Background: an optimization exercise with open tools, aiming at small area. Do not read the settings as production practice.
The RTL was checked by simulation tests, not by an equivalence proof against the original design.
Power and IR drop assume default switching activity.

[flow/standard.sh]
#!/bin/bash
# synth_recipe.tcl (not shown) runs the flow's synth.tcl, then flattens the netlist and writes it again
# the make line also repeats each setting of config.mk as NAME=value (left out here)
make -C /OpenROAD-flow-scripts/flow DESIGN_CONFIG=/design/flow/config.mk WORK_HOME=/design/flow/orfs CLKGATE_MAP_FILE= SYNTH_SCRIPT=/design/flow/synth_recipe.tcl "${@:-finish}"
[flow/flow/run.sh]
#!/bin/bash
# Standard ORFS layout (the standard.sh, standard synthesis unchanged) with two
# changes: the port buffers are the smallest buffer (buf_1) instead of the default
# pick, and CTS inserts no dummy loads. Each tool's output goes to orfs/logs and
# the whole make output to flow_make.log here.
set -euo pipefail
export BUFFER_PORTS_ARGS="-buffer_cell sky130_fd_sc_hd__buf_1"
export CTS_ARGS="-sink_clustering_enable -repair_clock_nets -dont_use_dummy_load"
bash standard.sh finish > flow_make.log 2>&1
[flow/config.mk]
export PLATFORM = sky130hd
export DESIGN_NAME = generic_arbiter_full
export DESIGN_NICKNAME = generic_arbiter_full
export VERILOG_FILES = /design/flow/design.v
export SDC_FILE = /design/flow/constraint.sdc
export NUM_CORES = 4
export LEC_CHECK = 0
export CAP_MARGIN = 20
export CORE_MARGIN = 2
export CORE_UTILIZATION = 50
export PLACE_DENSITY = 0.7
export SLEW_MARGIN = 20
export SYNTH_HIERARCHICAL = 1
export SYNTH_MINIMUM_KEEP_SIZE = 0
[flow/constraint.sdc]
create_clock -name core_clock -period 5.0 [get_ports {hclk}]
set_input_delay 1.0000 -clock core_clock [delete_from_list [all_inputs] [get_ports {hclk}]]
set_output_delay 1.0000 -clock core_clock [all_outputs]
set_load 0.01 [all_outputs]
[flow/design.v]
module generic_arbiter_full(busreq,hlock,hclk,hreset,hmaster_lock,hgrant,hready,hwdata,data_out,haddr,addr_out,hburst,htrans,htrans_out,hburst_out,hmaster);
	input [71:0] hwdata;
	input [71:0] haddr;
	input [26:0] hburst;
	input [17:0] htrans;
	input hclk;
	input hreset;
	input hready;
	input [8:0] busreq;
	input [8:0] hlock;
	output [2:0] hburst_out;
	output [1:0] htrans_out;
	output reg hmaster_lock;
	output reg [3:0] hgrant;
	output reg [7:0] data_out;
	output [7:0] addr_out;
	output reg [3:0] hmaster;
	function automatic [8:0] dec(input [3:0] m);
		dec = m[3] ? 9'h100 : {1'b0, 8'd1 << m[2:0]};
	endfunction
	reg [3:0] w_hgrant;
	reg [8:0] w_oh;
	reg w_hlock;
	integer j;
	always @(*) begin
		w_hgrant = 4'd8;
		w_oh = 9'h100;
		w_hlock = 1'b0;
		for (j = 8; j >= 0; j = j - 1)
			if (busreq[j]) begin
				w_hgrant = j;
				w_oh = 9'd1 << j;
				w_hlock = hlock[j];
			end
	end
	reg hlock3;
	reg hlock_c;
	wire hlock_g = hgrant[3] ? hlock[8] : hlock[hgrant[2:0]];
	wire hlock_bus = hmaster_lock ? hlock_g : hlock3;
	wire [3:0] grant_nx = !hreset ? 4'd0 : (hmaster_lock ? hgrant : w_hgrant);
	wire [3:0] master_nx = !hreset ? 4'd0 : (hready ? hgrant : hmaster);
	wire [8:0] grant_oh = !hreset ? 9'd1 : (hmaster_lock ? dec(hgrant) : w_oh);
	wire [8:0] master_oh = !hreset ? 9'd1 : dec(hready ? hgrant : hmaster);
	wire hm0 = (hmaster == 4'd0);
	always @(posedge hclk) begin
		hgrant <= grant_nx;
		hmaster <= master_nx;
		if (!hreset) begin
			hlock3 <= 1'b0;
			hlock_c <= 1'b0;
		end else begin
			if (!hmaster_lock) hlock3 <= w_hlock;
			if (hready) hlock_c <= hlock_bus;
		end
	end
	wire [116:0] fields;
	genvar gk;
	generate for (gk = 0; gk < 9; gk = gk + 1) begin : g_fld
		assign fields[13*gk +: 13] = {hburst[3*gk +: 3], htrans[2*gk +: 2], haddr[8*gk +: 8]};
	end endgenerate
	wire [12:0] f1g_d;
	wire [7:0] d1g_d, d1m_d;
	arb_ohmux #(.W(13)) u_fmux (.oh(grant_oh), .x(fields), .y(f1g_d));
	arb_ohmux #(.W(8)) u_dgmux (.oh(grant_oh), .x(hwdata), .y(d1g_d));
	arb_ohmux #(.W(8)) u_dmmux (.oh(master_oh), .x(hwdata), .y(d1m_d));
	reg [12:0] f1g, f1z, f2s, f2z;
	always @(posedge hclk) begin
		f1g <= f1g_d;
		f1z <= fields[12:0];
		if (hready) begin
			f2s <= f1g;
			f2z <= f1z;
		end
	end
	assign {hburst_out, htrans_out, addr_out} = hm0 ? f2z : f2s;
	reg [7:0] d1g, d1m, d1z, d2s, d2z;
	always @(posedge hclk) begin
		d1g <= d1g_d;
		d1m <= d1m_d;
		d1z <= hwdata[7:0];
		if (hready) begin
			d2s <= d1g;
			d2z <= d1z;
			data_out <= d1m;
		end else begin
			data_out <= hm0 ? d2z : d2s;
		end
	end
	reg [4:0] rem;
	reg [4:0] rem1, rem2;
	reg lock1, lock2;
	always @(*) begin
		rem1 = rem;
		lock1 = hmaster_lock;
		if (rem == 5'd0) begin
			case (hburst_out[2:1])
				2'b00: lock1 = hlock_c;
				2'b01: begin rem1 = 5'd4; lock1 = 1'b1; end
				2'b10: begin rem1 = 5'd8; lock1 = 1'b1; end
				2'b11: begin rem1 = 5'd16; lock1 = 1'b1; end
			endcase
		end
		rem2 = rem1;
		lock2 = lock1;
		if (!htrans_out[1]) begin
			if (rem1 >= 5'd3) rem2 = rem1 - 5'd1;
			else if (rem1 == 5'd2) begin rem2 = 5'd1; lock2 = hlock_c; end
			else begin rem2 = 5'd0; lock2 = hlock_c; end
		end
	end
	always @(posedge hclk) begin
		if (!hreset) begin
			hmaster_lock <= 1'b0;
			rem <= 5'd0;
		end else begin
			hmaster_lock <= lock2;
			rem <= rem2;
		end
	end
endmodule
module arb_ohmux #(parameter W = 8) (input [8:0] oh, input [9*W-1:0] x, output [W-1:0] y);
	genvar b;
	generate for (b = 0; b < W; b = b + 1) begin : g_bit
		wire [2:0] n;
		arb_aoi222 u0 (.a(oh[2:0]), .b({x[2*W+b], x[W+b], x[b]}), .y(n[0]));
		arb_aoi222 u1 (.a(oh[5:3]), .b({x[5*W+b], x[4*W+b], x[3*W+b]}), .y(n[1]));
		arb_aoi222 u2 (.a(oh[8:6]), .b({x[8*W+b], x[7*W+b], x[6*W+b]}), .y(n[2]));
		assign y[b] = ~&n;
	end endgenerate
endmodule
module arb_aoi222 (input [2:0] a, input [2:0] b, output y);
	assign y = ~|(a & b);
endmodule
==> results of run 1 <==
cells by family after synthesis:
family / synth area share (%)
AOI/OAI and AO/OA: 25.6
DFF: 53.9
and+or+nand+nor: 10.2
muxes: 6.90
buffers and inverters: 2.01
adders and majority gates: 0.983
xor gates and xnor gates: 0.516
sequential cells by signal, indices dropped and copies added (netlist names):
signal and cells:
hmaster 4, data_out 8, d2s 8, d1z 8
f1g 13, d1g 8, hgrant 4, hlock3 1
d1m 8, f2z 13, f2s 13, d2z 8
hmaster_lock 1, hlock_c 1, f1z 13, rem 5
modules after synthesis (local to each module, per instance), a selection:
| module | cells | area, µm² | times used |
|---|---|---|---|
| arb_aoi222 | 1 | 10.0 | 87 |
| generic_arbiter_full | 320 | 4080 | 1 |
synthesized netlist by cell type (3+ instances only):
| cell | number | area (µm²) |
|---|---|---|
| nand2b_1 | 4 | 25.0 |
| a22oi_1 | 5 | 37.5 |
| a21oi_1 | 14 | 70.1 |
| edfxtp_1 | 42 | 1260 |
| ha_1 | 4 | 50.1 |
| nor3_1 | 12 | 60.1 |
| dfxtp_1 | 74 | 1480 |
| mux2_2 | 13 | 146 |
| nand3_1 | 32 | 160 |
| nor2b_1 | 3 | 18.8 |
| a31oi_1 | 5 | 31.3 |
| nor2_1 | 22 | 82.6 |
| a32oi_1 | 3 | 26.3 |
| o31ai_1 | 3 | 22.5 |
| a222oi_1 | 87 | 871 |
| mux2i_1 | 16 | 160 |
| nand2_1 | 22 | 82.6 |
| o21ai_0 | 15 | 75.1 |
| inv_1 | 13 | 48.8 |
| clkbuf_1 | 9 | 33.8 |
worst max path at each step:
| stage | from | endpoint | slack [ns] | depth (start not counted) |
|---|---|---|---|---|
| CTS | hmaster[0] | hburst_out[2] | 1.69 | 4 |
| global route | hmaster[0] | hburst_out[1] | 1.64 | 5 |
| floorplan | busreq[1] | d1g[0] | 1.92 | 7 |
| global placement | busreq[1] | f1g[10] | 1.57 | 8 |
| detailed placement | busreq[1] | f1g[0] | 1.44 | 8 |
| finish | hmaster[0] | hburst_out[2] | 1.71 | 4 |
per-layer routing:
layer  track usage, %  part of all wire (%)  vias up
met4             16.3                   2.8        0
met5                0                     0        -
met2             53.2                    49      410
met1             38.2                    37     2528
met3             8.30                    12       64
li1                 -                     -     2400
per-stage QoR:
stage / setup WS [ns] / area [µm²] / power [W] / hold slack (ns)
2_1_floorplan: 1.92 / 5090 / 0.00154 / 0.386
3_3_place_gp: 1.57 / 6210 / 0.00172 / 0.386
3_5_place_dp: 1.44 / 6210 / 0.00175 / 0.389
4_1_cts: 1.69 / 6620 / 0.00266 / 0.390
5_1_grt: 1.64 / 6660 / 0.00278 / 0.400
6_report: 1.71 / 6660 / 0.00266 / 0.392
cell type report:
cell class	count	area, µm²
clock buffer	17	414
fill	832	3160
inverter	14	53.8
multi-input combinational	295	2280
sequential	116	2740
tap	133	166
timing repair buffer	251	1000
worst max-delay path, stage by stage, from the launching register on:
cell and delay [ns]:
dfxtp_1 0.37, nor4_4 0.36, buf_4 0.45, mux2_2 0.42, buf_1 0.15
power by group:
group	internal (W)	switching, W
registers	0.00112	0.0000655
logic	0.000238	0.000327
clock network	0.000560	0.000348
==> impl_results.md, run 1 <==
* Vias in the first global route at 5377
* Worst R2R End: f1g[3]
* WP data arrival at 2.29 ns
* Max-slew headroom at 18.0%
* Resized cells post-CTS at 0
* Critical path capture point type: output port
* Hold Startpoint: d1z[6]
* Fmax at 0.304 GHz
* Grt ovf at 0
* Clock tree buffer depth at 2
* Max_cap viols at 0
* RSZ-0062 raised after global routing: no
* WHS Endpoint: d2z[6]
* Avg Inst Size Synth at 11.7 µm²
* Final core occ at 67.8%
* Root buffer cell: clkbuf_8
* IO Count at 240
* DIE WIDTH at 105 µm
* Die height at 105 µm
* Worst vdd ir at 0.205 mV
* Seq cells post-synth at 116
* Layout Cells excl Fill at 826
* Drc violations at 0
* Cell count after placement at 807
* Starting Density at between 50% and 60%
* Synth cell types at 48
* Post-route setup TNS at 0 ns
* Vias at 5402
* IO buf count at 239
* Worst-Margin Slew at 1.22 ns
* Final GP Congestion at 0.983
* CP Launch Type: flop
* R2R Setup Slk at 2.08 ns
* Htree depth at 4
* Core area at 9820 µm²
* Most frequent cells in the layout: 238 x buf_1, 87 x a222oi_1, 74 x dfxtp_1
* Tightest Hold Check Type: flop to flop
* Initial antenna violation count at 0
* Crit share post-route at 65.7%
* CTS tree: done
* DRT Wirelength at approximately 18 mm
* Static Leak at 2.39 nW
* Post-synth EDFFs at 42
* Crit path kind: flop to output port
* Post-route ant nets at 0
* Drt wl/cell at ~21 µm
* ANT cells at 0
* Status: complete, no violations
* Row count at 36
* Final min period at approximately 3.3 ns
* Ys async rst share at 0%
* Global Route Usage Sum at 32.0%
* Dpl hpwl at 12.1 mm
* Clock sink count at roughly 120
* Iter 0 DRT Violations at roughly 1000
* WHS Path Cells at 0
* Clock buffer count from CTS at 17
* # setup viols final at 0
* Post-Synthesis Cells at 436
* YS warnings at 7
* Vias per cell at approximately 6.5
* Skew final at 0.0159 ns
* Full die area at 11000 µm²
* Worst Reg-to-Reg Cells at 7
* Share of cells above drive strength 1 at 8.37%
* Reg-to-reg startpoint: hmaster_lock
* Seq/Total Area, Yosys at between 50 and 60%
* First-pass GRT wire length at 27.2 mm
* Commonest non-fill, non-tap cell in the layout: buf_1
* Largest net degree at the start of global routing at 59
* Req. time, crit path at ~4.0 ns
* Area delta synth->final at 30.7%
* Synthesized area at 5090 µm²
* Setup bufs post-CTS at 0
* Max Slew Vio Count at 0
* CP Max Fanout at 24
* Top FF cell, synth: dfxtp_1
* # hold bufs at CTS at 0
* PwrDens at 399 nW/µm²
* Mapped Nets at 650
* Clock latency on the worst-skew pair at 0.52 ns
* Initial DRT Pass Iterations at 9
* Clk slew on worst S/H paths at 0.05 ns
* # nets final at 909
* Hold Violations, Final at 0
==> run 2, diff against run 1 <==
==> flow/flow/run.sh (replaced) <==
#!/bin/bash
# Standard ORFS layout (the standard.sh, standard synthesis unchanged) with two
# changes: the port buffers are the smallest buffer (buf_1) instead of the default
# pick, and CTS inserts no dummy loads and builds the tree from small clock buffers. Each tool's output goes to orfs/logs and
# the whole make output to flow_make.log here.
set -euo pipefail
export BUFFER_PORTS_ARGS="-buffer_cell sky130_fd_sc_hd__buf_1"
export CTS_ARGS="-sink_clustering_enable -repair_clock_nets -dont_use_dummy_load -buf_list {sky130_fd_sc_hd__clkbuf_2 sky130_fd_sc_hd__clkbuf_4} -root_buf sky130_fd_sc_hd__clkbuf_4 -sink_clustering_size 16"
bash standard.sh finish > flow_make.log 2>&1
==> impl_results.md, run 2 <==
* Iter 0 DRT Violations at 944
* First-pass GRT wire length at 27.0 mm
* # hold bufs at CTS at 0
* Top-count cell post-synth: a222oi_1
* Ys async rst share at 0%
* WP data arrival at 2.28 ns
* IO buf count at 239
* RSZ-0062 raised after global routing: no
* Commonest non-fill, non-tap cell in the layout: buf_1
* Skew final at 0.0333 ns
* Critical path capture point type: output port
* Post-synth EDFFs at 42
* Worst vdd ir at 0.144 mV
* Seq cells post-synth at about 120
* Req. time, crit path at 4.00 ns
* Starting Density at 51.9%
* YS warnings at 7
* Dpl hpwl at roughly 12 mm
* Vias in the first global route at around 5300
* # setup viols final at 0
* Most frequent cells in the layout: 238 x buf_1, 87 x a222oi_1, 74 x dfxtp_1
* Post-Synthesis Cells at 436
* Status: complete, no violations
* Layout Cells excl Fill at 827
* Full die area at about 11000 µm²
* DIE WIDTH at about 100 µm
* CP max stage cell: buf_4
* IO Count at 240
* Worst Reg-to-Reg Cells at 7
* Drt wl/cell at 21.1 µm
* Avg Inst Size Synth at 11.7 µm²
* Share of cells above drive strength 1 at under 10%
* Fmax at 0.305 GHz
* Largest area contributor in the netlist: dfxtp_1
* Crit path kind: flop to output port
* Post-route ant nets at 0
* Largest net degree at the start of global routing at 59
* Global Route Usage Sum at 31.6%
* Clock latency on the worst-skew pair at 0.51 ns
* Final min period at approximately 3.3 ns
* Vias per cell at 6.55
* Htree depth at 4
* Cell count after placement at 807
* Fin area at 6380 µm²
* Tightest Hold Check Type: flop to flop
* Final GP Congestion at 0.983
* Synthesized area at 5090 µm²
* WHS Path Cells at 0
* Resized cells post-CTS at 0
* Crit path largest cell delay at about 0.45 ns
* Core area at 9820 µm²
* Max Slew Vio Count at 0
* Clk slew on worst S/H paths at 0.09 ns
* Die height at 105 µm
* CP Max Fanout at 24
* Clock tree buffer depth at 2
* PwrDens at approximately 340 nW/µm²
* Top cell type's share of synthesized area at 29.1%
* DRT Wirelength at 17.5 mm
* Root buffer cell: clkbuf_4
* Drc violations at 0
* Worst-Margin Slew at 1.19 ns
* Crit share post-route at 65.5%
* Area after DPL at 6210 µm²
* CTS tree: done
* Post-route setup TNS at 0 ns
* Most frequent cells after synthesis: 87 x a222oi_1, 74 x dfxtp_1, 42 x edfxtp_1
* Vias at 5415
* Static Leak at 2.26 nW
* Ranking of synthesized cells by area: dfxtp_1 29%, edfxtp_1 25%, a222oi_1 17%, mux2i_1 3.1%, nand3_1 3.1%
* Setup bufs post-CTS at 0
* Mapped Nets at 650
* Critical path buffers and inverters at 2
* Row count at 36
* Max_cap viols at 0
* Crit path cell chain: nor4_4 > buf_4 > mux2_2 > buf_1
* CP Launch Type: flop
* Initial DRT Pass Iterations at 9
* Total power draw at 0.00218 W
* Initial antenna violation count at 1
* Seq/Total Area, Yosys at a little over half
* Top FF cell, synth: dfxtp_1
* # nets final at 909
* Clock buffer count from CTS at 17
* Hold Violations, Final at 0
* Levels on crit path at 4
* Max-slew headroom at 19.8%
* Grt ovf at 0
* Crit path max-delay family: buffers and inverters
* Clock sink count at 116
* Area delta synth->final at 25.3%
* Synth cell types at between 40 and 50
==> run 2: path summary, 6_finish.rpt <==
check / startpoint / slack [ns] / end
setup reg to reg: hmaster_lock / 2.08 / d1g[6]
setup / recovery: hmaster[0] / 1.72 / hburst_out[2]
hold / removal: d1z[6] / 0.38 / d2z[6]
hold reg to reg: d1z[6] / 0.38 / d2z[6]
==> run 2: area by class of cell <==
cell class	count	area, µm²
Clock buffer	17	128
Inverter	14	53.8
Sequential cell	116	2740
Fill cell	864	3440
Timing Repair Buffer	251	1000
Antenna cell	1	2.50
Multi-Input combinational cell	295	2280
Tap cell	133	166
==> run 2: metrics by stage <==
step | utilization, % | hold WS (ns) | setup WS, ns
2_1_floorplan | - | 0.386 | 1.92
3_5_place_dp | 63.2 | 0.389 | 1.44
4_1_cts | 64.5 | 0.384 | 1.68
5_1_grt | 65.0 | 0.384 | 1.60
6_report | 65.0 | 0.384 | 1.72
3_3_place_gp | 63.2 | 0.386 | 1.57
==> run 2: per-module statistics from Yosys (local to each module, per instance), excerpt <==
module / times used / cells / flip-flops and latches / cell area (µm²)
generic_arbiter_full: 1 / 320 / 116 / 4080
arb_aoi222: 87 / 1 / 0 / 10.0
==> run 2: worst register-to-register path: cells and delay by family (launching register included) <==
kind             cells  cell delay, ns
AND/OR/NAND/NOR      5            2.00
AO/OA/AOI/OAI        2            0.46
flip-flops           1            0.41
==> run 2: metal layers <==
metal  vias to the layer above  global-route usage [%]  share of wire, %
li1                       2400                       -                 -
met1                      2557                    38.5                37
met2                       416                    52.3                48
met3                        42                    7.74                12
met4                         0                    15.5               2.4
met5                         -                       0                 0
==> run 2: logic make-up after synthesis <==
logic type      after synthesis  share of synthesized area, %
fa+ha+maj                     4                         0.983
compound gates              151                          25.6
xor+xnor                      3                         0.516
simple gates                106                          10.2
mux                          31                          6.90
flops                       116                          53.9
buf+inv                      25                          2.01
==> run 2: power by group <==
group | leakage, nW | internal [W] | switching, W
Sequential | 1.03 | 0.00111 | 0.0000666
Combinational | 1.15 | 0.000238 | 0.000323
Clock | 0.0782 | 0.000155 | 0.000281
Total | 2.26 | 0.00151 | 0.000671

## static timing again, ports no longer ideal
Ports are ideal in the flow. The routed layouts listed here were re-timed in OpenROAD.
Step 1 sets driving cells, clkbuf_16 on the clock port and buf_2 on the other inputs (assumed; they add their load-dependent delay and slew).
Step 2 times the ports against the registers' clock, not the clock port: input delays grow and output delays shrink by t, the midpoint of the rising clock arrivals with the driver on.
Slacks: ideal ports / drivers / drivers and shift; pairs: ideal ports / drivers.
run	t, ns	setup slack, ns	worst setup path at the end	worst data-port slew with drivers (ns)
run 1	0.543	1.714 / 1.680 / 1.364	input to register	0.08
run 2	0.524	1.724 / 1.693 / 1.360	input to register	0.09
After both steps every run listed still meets setup and hold. For run 2, which loses most, drivers alone change the setup slack by -0.031 ns; drivers and shift together by -0.364 ns.
